Background: an optimization exercise with open tools, aiming at small area. Do not read the settings as production practice.
Only simulation tests tie the RTL to the original design; equivalence was not proved.

$ cat config.mk
export PLATFORM = sky130hd
export DESIGN_NAME = top_freq_test
export DESIGN_NICKNAME = top_freq_test
export VERILOG_FILES = /design/flow/design.v
export SDC_FILE = /design/flow/constraint.sdc
export NUM_CORES = 4
export LEC_CHECK = 0
export CAP_MARGIN = 40
export CORE_MARGIN = 2
export CORE_UTILIZATION = 35
export SLEW_MARGIN = 40
$ cat constraint.sdc
create_clock -name core_clock -period 80.0 [get_ports {clk}]
set_input_delay 16.0000 -clock core_clock [delete_from_list [all_inputs] [get_ports {clk}]]
set_output_delay 16.0000 -clock core_clock [all_outputs]
set_load 0.01 [all_outputs]
$ cat design.v
module freq_detector(
    input             clk               ,
    input             rst_n             ,
    input             pulse_in          ,  
    output reg [31:0] freq                 
);
localparam CLK_FREQ = 20000000;   
localparam CLK_300MHz = 300000; 
reg [31:0] freq_reg;  
reg  pulse_in_d1, pulse_in_d2;
wire rising_edge;
always @(posedge clk or negedge rst_n) begin
     if (!rst_n) begin
         pulse_in_d1 <= 1'b0;
         pulse_in_d2 <= 1'b0;
     end 
     else begin
         pulse_in_d1 <= pulse_in;
         pulse_in_d2 <= pulse_in_d1;
     end
 end
assign rising_edge = (pulse_in_d1 && !pulse_in_d2);  
reg [31:0]PULSE_ticks;      
always @(posedge clk or negedge rst_n) begin
    if (!rst_n) begin
        PULSE_ticks <= 0;
        freq_reg    <= 0;
    end
    else begin
    PULSE_ticks <= PULSE_ticks + 1;  
        if(rising_edge)begin   
            PULSE_ticks <= 1;  
            freq_reg <= CLK_FREQ / PULSE_ticks;  
        end
    end
end
always @(posedge clk or negedge rst_n) begin
    if(!rst_n)begin
        freq <= 0;
    end
    else if(freq_reg <= CLK_300MHz)begin
        freq <= freq_reg;
    end
end
endmodule
module top_freq_test (
    input wire         clk        ,  
    input wire         rst_n      ,  
    input wire         pulse_sig_1,  
    input wire         pulse_sig_2,  
    input wire         pulse_sig_3,  
    input wire         pulse_sig_4,  
    output wire [19:0] freq_out_1 ,  
    output wire [19:0] freq_out_2 ,  
    output wire [19:0] freq_out_3 ,  
    output wire [19:0] freq_out_4    
);
localparam CLK_FREQ = 20_000_000;   
wire rst;
assign rst = ~rst_n;
reg   [19:0] freq;
    freq_detector u_freq_detector_0(
        .clk      (clk          ),
        .rst_n    (rst_n        ),
        .pulse_in (pulse_sig_1  ),
        .freq     (freq_out_1   )
    );
    freq_detector u_freq_detector_1(
        .clk      (clk          ),
        .rst_n    (rst_n        ),
        .pulse_in (pulse_sig_2  ),
        .freq     (freq_out_2   )
    );
    freq_detector u_freq_detector_2(
        .clk      (clk          ),
        .rst_n    (rst_n        ),
        .pulse_in (pulse_sig_3 ),
        .freq     (freq_out_3   )
    );
    freq_detector u_freq_detector_3(
        .clk      (clk          ),
        .rst_n    (rst_n        ),
        .pulse_in (pulse_sig_4  ),
        .freq     (freq_out_4   )
    );
endmodule
$ cat run.sh
#!/bin/bash
# synth_recipe.tcl (not shown) runs the flow's synth.tcl, then flattens the netlist and writes it again
# the make line also repeats each setting of config.mk as NAME=value (left out here)
make -C /OpenROAD-flow-scripts/flow DESIGN_CONFIG=/design/flow/config.mk WORK_HOME=/design/flow/orfs CLKGATE_MAP_FILE= SYNTH_SCRIPT=/design/flow/synth_recipe.tcl finish
==> summary.md <==
| Metric | Value |
|---|---|
| Hold-fix buffers, CTS | 0 |
| Total grt overflow | 0 |
| Remaining DRCs | 0 |
| Synth top area share | 18.2% |
| Port bufs | 85 |
| CP Launch Type | flop |
| Die W | 631 um |
| Sink Count | 344 |
| R2r worst-path depth | 312 |
| Antenna Violating Nets Remaining | 0 |
| Die Ht | 631 um |
| Final non-filler cell total | 27,200 |
| Endpoints failing setup | 0 |
| Synth warn | 5 |
| Yosys cell types | 104 |
| Syn_nets | 22,000 |
| Largest cells by area after synthesis | ha_1, xnor2_1, dfrtp_1, a21oi_1, nor2_1 |
| Synth top cells by count | nor2_1, nand2_1, ha_1 |
| Initial antenna violation count | 16 |
| Wire per inst | 21.6 um |
| Vias in the first global route | 152,000 |
| Slew headroom | 37.0% |
| H-tree levels | 2 |
| Ys flop type | dfrtp_1 |
| Skew final | 0.0521 ns |
| Slowest cell on crit path | or3_2 |
| EDFF count, synth | 0 |
| Area growth syn-to-layout | 19.1% |
| Ports | 86 |
| CTS buffer count | 55 |
| Cell taking the most area after synthesis | ha_1 |
| Total track usage | 28.1% |
| Hold Crit Depth | 0 |
| Crit-path max FO | 23 |
| Drt initial violations | 14,400 |
| Core area | 392,000 um2 |
| Total wire length | 588,000 um |
| Layout Nets | 23,900 |
| CP required | 80.69 ns |
| Num rows | 230 |
| Clock latency (worst-skew pair) | 0.79 ns |
| TritonCTS clock tree | built |
| Avg Vias per Cell | 5.96 |
| Largest stage delay, worst path | 0.74 ns |
| First-pass GRT wire length | 893,000 um |
| Register bit total from synthesis | 344 |
| Layout cells sized above 1 | 15.6% |
| Maximum root-to-sink buffer count | 3 |
| Starting Density | 35.1% |
| Status | timing/DRC/antenna clean |
| HP Class | reg -> reg |
| CP endpoint kind | flop |
| Worst Path Arrival | 76.30 ns |
| Detailed Place HPWL | 464,000 um |
| Vias | 162,000 |
| Die area | 399,000 um2 |
| Slew at the pin with the worst max-slew slack | 0.937 ns |
| Pin count of the biggest net entering global routing | 65 |
| Avg Synthesized Cell Area | 6.89 um2 |
| Fmax | 13.2 MHz |
| Register area share after synthesis | 6.25% |
| Most frequent cell after synthesis | nor2_1 |
| Fin. max-slew vios | 0 |
| Post-route minimum period | 75.61 ns |
| Fin. Hold Viols | 0 |
| Routability Congestion | 1.02 |
| Period Utilization, post-route | 94.5% |
| Crit-path most repeated cell | ha_1 |
| Placed cells | 27,000 |
| DR pass1 iterations | 8 |
| Gate Count Post-Synth | 20,000 |
| Clock Pin Slew Worst Setup and Hold Paths | 0.07 ns |
| Post-Syn Area | 138,000 um2 |
| Crit path kind | reg -> reg |
| Clock root buffer | clkbuf_16 |
| Ys async rst share | 100% |
| Max_cap viols | 0 |
-- kinds of logic (layout without fill, tap and decap cells) --
group | count (synthesis) | count (layout) | share of synthesized area [%]
adders and majority gates | 2000 | 2000 | 18.2
and+or+nand+nor | 7273 | 7274 | 24.6
other | 0 | 6 | 0
xor gates and xnor gates | 1553 | 1553 | 9.88
DFF | 344 | 344 | 6.25
muxes | 491 | 491 | 3.90
buffers and inverters | 1372 | 3310 | 3.76
AOI/OAI and AO/OA | 6960 | 6960 | 33.5
-- placed cells by master, fill, tap and decap left out, types with 74 or more instances in the layout --
| cell type | netlist | layout |
|---|---|---|
| nand4_1 | 167 | 167 |
| and2_1 | 159 | 154 |
| buf_4 | 0 | 2360 |
| o31ai_1 | 206 | 183 |
| o21a_1 | 535 | 531 |
| a21oi_1 | 1705 | 1682 |
| ha_1 | 2000 | 2000 |
| nor3_1 | 551 | 539 |
| xor2_1 | 523 | 523 |
| nand3_1 | 554 | 551 |
| o211ai_1 | 239 | 239 |
| nand2_1 | 2090 | 2079 |
| inv_1 | 741 | 724 |
| nand2b_1 | 315 | 309 |
| nor4_1 | 106 | 101 |
| a31oi_1 | 344 | 331 |
| and3_1 | 192 | 190 |
| or2_2 | 151 | 149 |
| o21bai_1 | 160 | 158 |
| o22ai_1 | 74 | 74 |
| o21ai_0 | 1368 | 1346 |
| nor2b_1 | 272 | 268 |
| xnor2_1 | 1030 | 1030 |
| a211oi_1 | 232 | 221 |
| mux2_2 | 353 | 353 |
| or3_1 | 211 | 209 |
| a31o_2 | 84 | 81 |
| nor2_1 | 2234 | 2219 |
| clkdlybuf4s50_1 | 0 | 84 |
| a211o_1 | 96 | 96 |
| a21boi_0 | 86 | 86 |
| mux2i_1 | 136 | 133 |
| o31a_1 | 93 | 90 |
| dfrtp_1 | 344 | 340 |
| a21o_1 | 732 | 726 |
-- worst max-delay path: cells and delay by family, from the launching register on --
family,cells,cell delay (ns)
adders and majority gates,31,9.74
and+or+nand+nor,76,16.86
xor gates and xnor gates,2,0.35
buffers and inverters,35,6.41
muxes,8,2.80
AOI/OAI and AO/OA,160,38.60
DFF,1,0.47
-- area by class of cell --
type,instances,area [um2]
fill,41000,228000
multi-input combinational,18300,125000
timing repair buffer,2463,18900
sequential,344,8620
tap,5220,6530
inverter,744,2800
clock buffer,66,1460
clock inverter,37,449
antenna,6,15.0
-- per-layer routing --
metal  track usage (%)  vias up  share of wire (%)
li1                  -    78400                  -
met1              37.4    76100                 44
met2              46.0     5924                 44
met3              2.62     1302                6.3
met4              12.0       10                5.0
met5                 0        -              0.011
-- repair_timing --
item / 4_1_cts / 5_1_grt
setup endpoints to repair: 0 / 8
resized for setup: 0 / 154
setup buffers: 0 / 20
-- final timing paths --
| check | from | end | slack, ns |
|---|---|---|---|
| max | u_freq_detector_3.PULSE_ticks[20] | u_freq_detector_3.freq_reg[0] | 4.39 |
| min reg2reg | u_freq_detector_2.pulse_in_d1 | u_freq_detector_2.pulse_in_d2 | 0.42 |
| max reg2reg | u_freq_detector_3.PULSE_ticks[20] | u_freq_detector_3.freq_reg[0] | 4.39 |
| min in group asynchronous | rst_n | u_freq_detector_0.freq[18] | 15.18 |
| min | u_freq_detector_2.pulse_in_d1 | u_freq_detector_2.pulse_in_d2 | 0.42 |
| max in group asynchronous | rst_n | u_freq_detector_3.freq[8] | 61.73 |
-- per-stage QoR --
step / setup TNS [ns] / hold slack, ns / util (%) / setup WS (ns) / instance area [um2]
2_1_floorplan: 0 / 0.368 / - / 7.52 / 138000
3_3_place_gp: 0 / 0.404 / 41.0 / 1.66 / 161000
3_5_place_dp: 0 / 0.410 / 41.1 / 1.22 / 161000
4_1_cts: 0 / 0.426 / 41.6 / 0.875 / 163000
5_1_grt: -0.137 / 0.434 / 41.8 / -0.0945 / 164000
6_report: 0 / 0.418 / 41.8 / 4.39 / 164000

[afterwards: timing with drivers on the ports]
No port has a modelled driver above. Below, the same layout with a new extraction and two added sets of constraints. Step 1 (the two cells are an assumption about what drives the block):
set clk [get_ports {clk}]
set_driving_cell -lib_cell sky130_fd_sc_hd__clkbuf_16 $clk
set_driving_cell -lib_cell sky130_fd_sc_hd__buf_2 [delete_from_list [all_inputs] $clk]
Step 2 times the ports against the registers' clock, not the clock port: input delays grow and output delays shrink by t, the midpoint of the rising clock arrivals with the driver on. Slacks: ideal ports / drivers / drivers and shift; pairs: ideal ports / drivers.
t (ns): 0.871
slack for setup (ns): 4.389 / 4.389 / 4.389
cell pins on the clock port's net: 1
After both steps setup and hold are still met in this run. For this run, drivers alone change the setup slack by 0.000 ns; drivers and shift together by 0.000 ns.
